Context: an optimization exercise on an open-source flow, tuned for small area. The choices shown serve that exercise and are no tape-out recipe.
Only simulation tests tie the RTL to the original design; equivalence was not proved.
No activity file was given, so power comes from the tool's default toggle rates.

$ cat run.sh
#!/bin/bash
# synth_recipe.tcl (not shown) runs the flow's synth.tcl, then flattens the netlist and writes it again
# the make line also repeats each setting of config.mk as NAME=value (left out here)
make -C /OpenROAD-flow-scripts/flow DESIGN_CONFIG=/design/flow/config.mk WORK_HOME=/design/flow/orfs CLKGATE_MAP_FILE= SYNTH_SCRIPT=/design/flow/synth_recipe.tcl finish
$ cat design.v
module ff #(
parameter WHIDT = 32
)
(
		input		[WHIDT-1 : 0] d, 
		input 	clk, 
		input		reset, 
		input		enable,
		output 	[WHIDT-1 : 0] q
);
		reg 		[WHIDT-1 : 0] q6;
   always @(posedge clk or negedge reset) begin
      if (!reset)
         q6 <= 0;
      else if(enable)
         q6 <= d;
   end
  assign q = q6;
endmodule
module cp5x32 
#( 
parameter WIDTH = 32, 
parameter SIZE = 5
)(
input [SIZE-1:0] entrada,  
output reg [WIDTH-1:0] salida
);
always @(*) begin 
case(entrada)
			default:	salida = 32'b00000000_00000000_00000000_00000000;
		5'b00001	:	salida = 32'b00000000_00000000_00000000_00000010;
		5'b00010	:	salida = 32'b00000000_00000000_00000000_00000100;
		5'b00011	:	salida = 32'b00000000_00000000_00000000_00001000;
		5'b00100	:	salida = 32'b00000000_00000000_00000000_00010000;
		5'b00101	:	salida = 32'b00000000_00000000_00000000_00100000;
		5'b00110	:	salida = 32'b00000000_00000000_00000000_01000000;
		5'b00111	:	salida = 32'b00000000_00000000_00000000_10000000;
		5'b01000	:	salida = 32'b00000000_00000000_00000001_00000000;
		5'b01001	:	salida = 32'b00000000_00000000_00000010_00000000;
		5'b01010	:	salida = 32'b00000000_00000000_00000100_00000000;
		5'b01011	:	salida = 32'b00000000_00000000_00001000_00000000;
		5'b01100	:	salida = 32'b00000000_00000000_00010000_00000000;
		5'b01101	:	salida = 32'b00000000_00000000_00100000_00000000;
		5'b01110	:	salida = 32'b00000000_00000000_01000000_00000000;
		5'b01111	:	salida = 32'b00000000_00000000_10000000_00000000;
		5'b10000	:	salida = 32'b00000000_00000001_00000000_00000000;
		5'b10001	:	salida = 32'b00000000_00000010_00000000_00000000;
		5'b10010	:	salida = 32'b00000000_00000100_00000000_00000000;
		5'b10011	:	salida = 32'b00000000_00001000_00000000_00000000;
		5'b10100	:	salida = 32'b00000000_00010000_00000000_00000000;
		5'b10101	:	salida = 32'b00000000_00100000_00000000_00000000;
		5'b10110	:	salida = 32'b00000000_01000000_00000000_00000000;
		5'b10111	:	salida = 32'b00000000_10000000_00000000_00000000;
		5'b11000	:	salida = 32'b00000001_00000000_00000000_00000000;
		5'b11001	:	salida = 32'b00000010_00000000_00000000_00000000;
		5'b11010	:	salida = 32'b00000100_00000000_00000000_00000000;
		5'b11011	:	salida = 32'b00001000_00000000_00000000_00000000;
		5'b11100	:	salida = 32'b00010000_00000000_00000000_00000000;
		5'b11101	:	salida = 32'b00100000_00000000_00000000_00000000;
		5'b11110	:	salida = 32'b01000000_00000000_00000000_00000000;
		5'b11111	:	salida = 32'b10000000_00000000_00000000_00000000;
	endcase
	end
endmodule
module Registers_32
#(
	parameter WIDTH = 32
)
(
	input [WIDTH-1:0] Rd,
	input clk, reset,
	input reg_write_i,
	input [WIDTH-1:0] CP_o,
	output [WIDTH-1:0] Q, Q1, Q2, Q3, Q4, Q5, Q6, Q7, Q8, Q9, Q10, Q11, Q12, Q13, Q14, Q15,
	output [WIDTH-1:0] Q16, Q17, Q18, Q19, Q20, Q21, Q22, Q23, Q24, Q25, Q26, Q27, Q28, Q29, Q30, Q31
	);
	wire [WIDTH-1 : 0] Enable_dec;
generate
	genvar i;
		for (i = 0; i < WIDTH; i = i+1)
		begin: Reg
			and dec (Enable_dec[i], reg_write_i, CP_o[i]);
	end
endgenerate 
	ff Reg0 (.d(Rd), .clk(clk), .reset(reset), .enable(Enable_dec[0]), .q(Q));
	ff Reg1 (.d(Rd), .clk(clk), .reset(reset), .enable(Enable_dec[1]), .q(Q1));
	ff Reg2 (.d(Rd), .clk(clk), .reset(reset), .enable(Enable_dec[2]), .q(Q2));
	ff Reg3 (.d(Rd), .clk(clk), .reset(reset), .enable(Enable_dec[3]), .q(Q3));
	ff Reg4 (.d(Rd), .clk(clk), .reset(reset), .enable(Enable_dec[4]), .q(Q4));
	ff Reg5 (.d(Rd), .clk(clk), .reset(reset), .enable(Enable_dec[5]), .q(Q5));
	ff Reg6 (.d(Rd), .clk(clk), .reset(reset), .enable(Enable_dec[6]), .q(Q6));
	ff Reg7 (.d(Rd), .clk(clk), .reset(reset), .enable(Enable_dec[7]), .q(Q7));
	ff Reg8 (.d(Rd), .clk(clk), .reset(reset), .enable(Enable_dec[8]), .q(Q8));
	ff Reg9 (.d(Rd), .clk(clk), .reset(reset), .enable(Enable_dec[9]), .q(Q9));
	ff Reg10 (.d(Rd), .clk(clk), .reset(reset), .enable(Enable_dec[10]), .q(Q10));
	ff Reg11 (.d(Rd), .clk(clk), .reset(reset), .enable(Enable_dec[11]), .q(Q11));
	ff Reg12 (.d(Rd), .clk(clk), .reset(reset), .enable(Enable_dec[12]), .q(Q12));
	ff Reg13 (.d(Rd), .clk(clk), .reset(reset), .enable(Enable_dec[13]), .q(Q13));
	ff Reg14 (.d(Rd), .clk(clk), .reset(reset), .enable(Enable_dec[14]), .q(Q14));
	ff Reg15 (.d(Rd), .clk(clk), .reset(reset), .enable(Enable_dec[15]), .q(Q15));
	ff Reg16 (.d(Rd), .clk(clk), .reset(reset), .enable(Enable_dec[16]), .q(Q16));
	ff Reg17 (.d(Rd), .clk(clk), .reset(reset), .enable(Enable_dec[17]), .q(Q17));
	ff Reg18 (.d(Rd), .clk(clk), .reset(reset), .enable(Enable_dec[18]), .q(Q18));
	ff Reg19 (.d(Rd), .clk(clk), .reset(reset), .enable(Enable_dec[19]), .q(Q19));
	ff Reg20 (.d(Rd), .clk(clk), .reset(reset), .enable(Enable_dec[20]), .q(Q20));
	ff Reg21 (.d(Rd), .clk(clk), .reset(reset), .enable(Enable_dec[21]), .q(Q21));
	ff Reg22 (.d(Rd), .clk(clk), .reset(reset), .enable(Enable_dec[22]), .q(Q22));
	ff Reg23 (.d(Rd), .clk(clk), .reset(reset), .enable(Enable_dec[23]), .q(Q23));
	ff Reg24 (.d(Rd), .clk(clk), .reset(reset), .enable(Enable_dec[24]), .q(Q24));
	ff Reg25 (.d(Rd), .clk(clk), .reset(reset), .enable(Enable_dec[25]), .q(Q25));
	ff Reg26 (.d(Rd), .clk(clk), .reset(reset), .enable(Enable_dec[26]), .q(Q26));
	ff Reg27 (.d(Rd), .clk(clk), .reset(reset), .enable(Enable_dec[27]), .q(Q27));
	ff Reg28 (.d(Rd), .clk(clk), .reset(reset), .enable(Enable_dec[28]), .q(Q28));
	ff Reg29 (.d(Rd), .clk(clk), .reset(reset), .enable(Enable_dec[29]), .q(Q29));
	ff Reg30 (.d(Rd), .clk(clk), .reset(reset), .enable(Enable_dec[30]), .q(Q30));
	ff Reg31 (.d(Rd), .clk(clk), .reset(reset), .enable(Enable_dec[31]), .q(Q31));
endmodule 
module MUX32_1
#(
	parameter WIDTH = 32,
	parameter SIZE = 5
	)
   (
	input [WIDTH-1:0] data_0, data_1, data_2, data_3, data_4, data_5,
	input [WIDTH-1:0] data_6, data_7, data_8, data_9, data_10, data_11,
	input [WIDTH-1:0] data_12, data_13, data_14, data_15, data_16, data_17,
	input [WIDTH-1:0] data_18, data_19, data_20, data_21, data_22, data_23,
	input [WIDTH-1:0] data_24, data_25, data_26, data_27, data_28, data_29,
	input [WIDTH-1:0] data_30, data_31,
   input [SIZE-1:0]selec,
   output reg [WIDTH-1:0] data_out
	);
always @(*)
begin
case (selec) 
	1: begin
		data_out = data_1;
	end
	2: begin
		data_out = data_2;
	end
	3: begin
		data_out = data_3;
	end
	4: begin
		data_out = data_4;
	end
	5: begin
		data_out = data_5;
	end
	6: begin
		data_out = data_6;
	end
	7: begin
		data_out = data_7;
	end
	8: begin
		data_out = data_8;
	end
	9: begin
		data_out = data_9;
	end
	10: begin
		data_out = data_10;
	end
	11: begin
		data_out = data_11;
	end
	12: begin
		data_out = data_12;
	end
	13: begin
		data_out = data_13;
	end
	14: begin
		data_out = data_14;
	end
	15: begin
		data_out = data_15;
	end
	16: begin
		data_out = data_16;
	end
	17: begin
		data_out = data_17;
	end
	18: begin
		data_out = data_18;
	end
	19: begin
		data_out = data_19;
	end
	20: begin
		data_out = data_20;
	end
	21: begin
		data_out = data_21;
	end
	22: begin
		data_out = data_22;
	end
	23: begin
		data_out = data_23;
	end	
	24: begin
		data_out = data_24;
	end	
	25: begin
		data_out = data_25;
	end	
	26: begin
		data_out = data_26;
	end	
	27: begin
		data_out = data_27;
	end	
	28: begin
		data_out = data_28;
	end	
	29: begin
		data_out = data_29;
	end	
	30: begin
		data_out = data_30;
	end	
	31: begin
		data_out = data_31;
	end
	default: 
	begin 
		data_out = data_0;
	end
endcase	
end
endmodule
module reg_file #(
parameter WIDTH = 32,
parameter SIZE = 5
)(
input clk,
input reset,
input	reg_write_i, 		 
input [SIZE-1:0] read_register_1_i,  
input [SIZE-1:0] read_register_2_i,  
input [SIZE-1:0] write_register_i,   
input [WIDTH-1:0] write_data_i,		 
output [WIDTH-1:0] read_data_1_o, 
output [WIDTH-1:0] read_data_2_o  
);
wire [WIDTH-1:0] Q [0:32];
wire [WIDTH-1:0] cp_o;
cp5x32 rd (.entrada(write_register_i), .salida(cp_o));
Registers_32 R32(
.Rd(write_data_i),
.clk(clk), 
.reset(reset),
.reg_write_i(reg_write_i),
.CP_o(cp_o),
.Q(Q[0]), .Q1(Q[1]), .Q2(Q[2]), .Q3(Q[3]), .Q4(Q[4]), .Q5(Q[5]), .Q6(Q[6]), .Q7(Q[7]), .Q8(Q[8]),
.Q9(Q[9]), .Q10(Q[10]), .Q11(Q[11]), .Q12(Q[12]), .Q13(Q[13]), .Q14(Q[14]), .Q15(Q[15]),
.Q16(Q[16]), .Q17(Q[17]), .Q18(Q[18]), .Q19(Q[19]), .Q20(Q[20]), .Q21(Q[21]), .Q22(Q[22]), .Q23(Q[23]),
.Q24(Q[24]), .Q25(Q[25]), .Q26(Q[26]), .Q27(Q[27]), .Q28(Q[28]), .Q29(Q[29]), .Q30(Q[30]), .Q31(Q[31])
	);
MUX32_1 MUX1 (
	.data_0(Q[0]), .data_1(Q[1]), .data_2(Q[2]), .data_3(Q[3]), .data_4(Q[4]), .data_5(Q[5]),
	.data_6(Q[6]), .data_7(Q[7]), .data_8(Q[8]), .data_9(Q[9]), .data_10(Q[10]), .data_11(Q[11]),
	.data_12(Q[12]), .data_13(Q[13]), .data_14(Q[14]), .data_15(Q[15]), .data_16(Q[16]), .data_17(Q[17]),
	.data_18(Q[18]), .data_19(Q[19]), .data_20(Q[20]), .data_21(Q[21]), .data_22(Q[22]), .data_23(Q[23]),
	.data_24(Q[24]), .data_25(Q[25]), .data_26(Q[26]), .data_27(Q[27]), .data_28(Q[28]), .data_29(Q[29]),
	.data_30(Q[30]), .data_31(Q[31]), .selec(read_register_1_i), .data_out(read_data_1_o)
	);
MUX32_1 MUX2 (
	.data_0(Q[0]), .data_1(Q[1]), .data_2(Q[2]), .data_3(Q[3]), .data_4(Q[4]), .data_5(Q[5]),
	.data_6(Q[6]), .data_7(Q[7]), .data_8(Q[8]), .data_9(Q[9]), .data_10(Q[10]), .data_11(Q[11]),
	.data_12(Q[12]), .data_13(Q[13]), .data_14(Q[14]), .data_15(Q[15]), .data_16(Q[16]), .data_17(Q[17]),
	.data_18(Q[18]), .data_19(Q[19]), .data_20(Q[20]), .data_21(Q[21]), .data_22(Q[22]), .data_23(Q[23]),
	.data_24(Q[24]), .data_25(Q[25]), .data_26(Q[26]), .data_27(Q[27]), .data_28(Q[28]), .data_29(Q[29]),
	.data_30(Q[30]), .data_31(Q[31]), .selec(read_register_2_i), .data_out(read_data_2_o)
	);
endmodule
module wrapper_register_file #(
	parameter WIDTH = 32,
	parameter SIZE = 5
)(
	input clk,
	input reset,
	input	reg_write_i, 						 
	input [SIZE-1:0] read_register_1_i,  
	input [SIZE-1:0] read_register_2_i,  
	input [SIZE-1:0] write_register_i,   
	input [WIDTH-1:0] write_data_i,		 
	output [WIDTH-1:0] read_data_1_o, 
	output [WIDTH-1:0] read_data_2_o  
);
reg_file registerfile (
	.clk(clk), .reset(reset), 
	.reg_write_i(reg_write_i),
	.read_register_1_i(read_register_1_i), 
	.read_register_2_i(read_register_2_i),
	.write_register_i(write_register_i), 
	.write_data_i(write_data_i),	
	.read_data_1_o(read_data_1_o),
	.read_data_2_o(read_data_2_o) 
);
endmodule 
$ cat constraint.sdc
create_clock -name core_clock -period 7.0 [get_ports {clk}]
set_input_delay 1.4000 -clock core_clock [delete_from_list [all_inputs] [get_ports {clk}]]
set_output_delay 1.4000 -clock core_clock [all_outputs]
set_load 0.01 [all_outputs]
$ cat config.mk
export PLATFORM = sky130hd
export DESIGN_NAME = wrapper_register_file
export DESIGN_NICKNAME = wrapper_register_file
export VERILOG_FILES = /design/flow/design.v
export SDC_FILE = /design/flow/constraint.sdc
export NUM_CORES = 4
export LEC_CHECK = 0
export CAP_MARGIN = 20
export CORE_MARGIN = 2
export CORE_UTILIZATION = 40
export SLEW_MARGIN = 20
==> notes.md <==
[kinds of logic after synthesis]
family | count (synthesis) | synth area share, %
muxes | 1005 | 22.7
and+or+nand+nor | 894 | 10.6
buffers and inverters | 466 | 3.67
AOI/OAI and AO/OA | 835 | 13.3
DFF | 992 | 49.8
[cell usage in the layout (no fill, tap or decap), drive strengths merged, types with 72 or more instances in the layout]
| cell | synthesis | final |
|---|---|---|
| clkbuf | 384 | 149 |
| clkdlybuf4s50 | 0 | 109 |
| a22oi | 601 | 601 |
| dfrtp | 992 | 992 |
| buf | 80 | 210 |
| a2111oi | 126 | 126 |
| a32oi | 72 | 72 |
| mux2 | 993 | 993 |
| nand3 | 149 | 149 |
| nand4 | 107 | 107 |
| and3 | 383 | 383 |
[metal layers]
metal	vias to the layer above	global-route usage, %
li1	16209	-
met1	22199	47.5
met2	4150	49.6
met3	1165	15.2
met4	12	22.0
met5	-	0
[worst min-delay path by stage]
stage                                              startpoint  slack (ns)  cells after the start                                   endpoint
finish               registerfile.R32.Reg28.q6[4]$_DFFE_PN0P_        0.52                      1   registerfile.R32.Reg28.q6[4]$_DFFE_PN0P_
global route        registerfile.R32.Reg28.q6[18]$_DFFE_PN0P_        0.54                      1  registerfile.R32.Reg28.q6[18]$_DFFE_PN0P_
CTS                  registerfile.R32.Reg28.q6[4]$_DFFE_PN0P_        0.52                      1   registerfile.R32.Reg28.q6[4]$_DFFE_PN0P_
detailed placement   registerfile.R32.Reg28.q6[4]$_DFFE_PN0P_        0.50                      1   registerfile.R32.Reg28.q6[4]$_DFFE_PN0P_
global placement     registerfile.R32.Reg28.q6[4]$_DFFE_PN0P_        0.50                      1   registerfile.R32.Reg28.q6[4]$_DFFE_PN0P_
floorplan           registerfile.R32.Reg20.q6[25]$_DFFE_PN0P_        0.49                      1  registerfile.R32.Reg20.q6[25]$_DFFE_PN0P_
[power breakdown]
part | total (W) | internal (W) | switching (W) | leakage (nW)
registers | 0.00791 | 0.00686 | 0.00105 | 12.7
logic | 0.00234 | 0.00122 | 0.00111 | 11.8
clock network | 0.00645 | 0.00388 | 0.00257 | 1.96
total | 0.0167 | 0.0120 | 0.00473 | 26.4
[cell type report]
cell class              instances  area, um2  area share, %
diodes                         12       30.0         0.0521
clock buffers                 149       3180           5.52
multi-input cells            2734      23700           41.1
clock inverters                58        820           1.42
flip-flops and latches        992      24800           43.1
inverters                       2       7.51         0.0130
well taps                    1637       2050           3.55
repair buffers                319       3060           5.31
[through the flow]
stage	total power, W	hold slack [ns]	std cells	util (%)	instance area (um2)
2_1_floorplan	0.00898	0.485	4192	-	49900
3_3_place_gp	0.0101	0.502	5682	43.3	53600
3_5_place_dp	0.0102	0.504	5683	43.3	53600
4_1_cts	0.0166	0.518	5890	46.5	57600
5_1_grt	0.0172	0.535	5892	46.5	57600
6_report	0.0167	0.520	5903	46.6	57700
==> flow_metrics.py <==
metrics = {
    "status": {
        "status": "complete, no violations",
    },
    "detailed_routing": {
        "finalWirelength_mm": 238,
        "wl_met1_mm": 88.6,
        "drt-initial-drc-count": 8375,
        "dr_wl_met3_mm": 36.9,
        "viasPerCell": 7.41,
        "drc_errors": 0,
        "avgRoutedWirePerCell_um": 40.3,
        "routed-wl-met2_mm": 94.7,
        "drt-pass1-iter-count": 25,
        "top_layer": "met5",
        "dr_total_vias": 43735,
        "ant_nets": 0,
    },
    "cts": {
        "clk_pin_slew_ns": 0.06,
        "cts_made_buffers": 110,
        "postCtsSetupBuffers": 0,
        "cts_sinks": 992,
        "root_buffer": "clkbuf_16",
        "insertion_delay_ns": 0.70,
        "cts_tree": "built",
        "post_cts_resized": 0,
        "ctsHoldBuffers": 0,
        "clk_path_buf_depth": 3,
        "htree_levels": 3,
    },
    "synth": {
        "synth-edff-count": 0,
        "synth_cells": 4192,
        "yosysTopAreaCellShare_pct": 49.8,
        "netlist_top_cells_count": "mux2_2, dfrtp_1, a22oi_1",
        "seq_area_frac_synth_pct": 49.8,
        "yosys_warnings": 4,
        "async_flop_share_pct": 100,
        "netlist_area_um2": 49900,
        "syn_area_per_cell_um2": 11.9,
        "yosys.cell_types.count": 51,
        "syn_nets": 4242,
        "synth_most_common_cell": "mux2_2",
        "synthTopCellsByArea": "dfrtp_1, mux2_2, a22oi_1, and3_1, clkbuf_1",
        "ys_ff_latch": 992,
        "ys.flop_type": "dfrtp_1",
        "synth.largest_area_cell": "dfrtp_1",
    },
    "sta": {
        "relSlewSlack_pct": 13.7,
        "slew_viol_final": 0,
        "tightest_slew_ns": 1.29,
        "setup_ws_ns": 0.193,
        "final.setup.tns_ns": 0,
        "finalSetupViolCount": 0,
        "post-route-min-period_ns": 6.81,
        "skew_ns": 0,
        "rsz0062_at_grt": "false",
        "finalCritPeriodShare_pct": 97.2,
        "fmax_ghz": 0.147,
        "hold_viol": 0,
    },
    "placed_design": {
        "pre_cts_ws_ns": 0.391,
        "dp_hpwl_mm": 139,
        "port_buffers": 113,
        "routabilityCongestion": 0.972,
    },
    "grt": {
        "grt_use_total_pct": 36.3,
        "first_global_vias": 41447,
        "antenna_found_initial": 19,
        "grt.overflow.total": 0,
        "grt_max_degree": 136,
        "grt_pass1_wl_mm": 326,
    },
    "floorplanning": {
        "start_util_pct": 40.3,
        "core_um2": 124000,
        "dieArea_um2": 128000,
        "die_h_um": 357,
        "die_w_um": 357,
        "io_pins": 114,
        "rows": 129,
    },
    "cells_and_area": {
        "area_growth_pct": 15.6,
        "nets": 4209,
        "drive_gt1_share_pct": 35.5,
        "fillers": 11121,
    },
    "worst_setup_path": {
        "crit_buf_inv": 4,
        "worstPathArrival_ns": 5.41,
        "timing.reg2reg.setup_slack_ns": 6.13,
        "path_delay_family": "buffers and inverters",
        "crit_path_top_delay_cell": "nor3b_2",
        "startpoint_type": "input pin",
        "worstPathRequired_ns": 5.60,
        "worst-setup-path-type": "input pin to output pin",
        "cp.depth": 9,
        "r2r_end": "registerfile.R32.Reg4.q6[23]$_DFFE_PN0P_",
        "slowest_delay_ns": 0.80,
        "path_cells": "clkdlybuf4s50_1 > nor3b_2 > buf_4 > and2_2 > buf_4 > a22oi_1 > nand3_1 > or4_1 > clkdlybuf4s50_1",
        "setup.worst_path.end": "read_data_1_o[20]",
        "critPathCaptureType": "output pin",
        "crit_path_max_fanout": 17,
        "startpoint": "read_register_1_i[2]",
        "rr_startpoint": "registerfile.R32.Reg4.q6[23]$_DFFE_PN0P_",
        "reg2reg_depth": 1,
    },
    "power": {
        "ir_worst_vdd_v": 0.000211,
        "power.density_nw_per_um2": 290,
        "p_leak_nw": 26.4,
    },
    "hold_path": {
        "worstHoldPathType": "flip-flop to flip-flop",
    },
    "run": {
        "maxCapViolations": 0,
    },
}

## port drivers added, routing unchanged
No port has a modelled driver above. Below, the same layout with a new extraction and two added sets of constraints.
Step 1: set_driving_cell puts a clkbuf_16 on clk and a buf_2 on each other input, an assumption about the parent block.
Step 2 adds t to the input delays and takes it off the output delays; t is the mean of the earliest and latest rising clock arrival at the registers after step 1. Input paths then give back, and output paths get back, about the clock's delay inside the block.
a / b / c = ideal / step 1 / step 2; a / b = the first two.
t (ns): 0.776
setup WS [ns]: 0.193 / 0.056 / 0.056
clock arrival spread, ns: 0.039 / 0.040
After both steps this run still meets setup and hold. For this run, drivers alone change the setup slack by -0.137 ns; drivers and shift together by -0.137 ns.
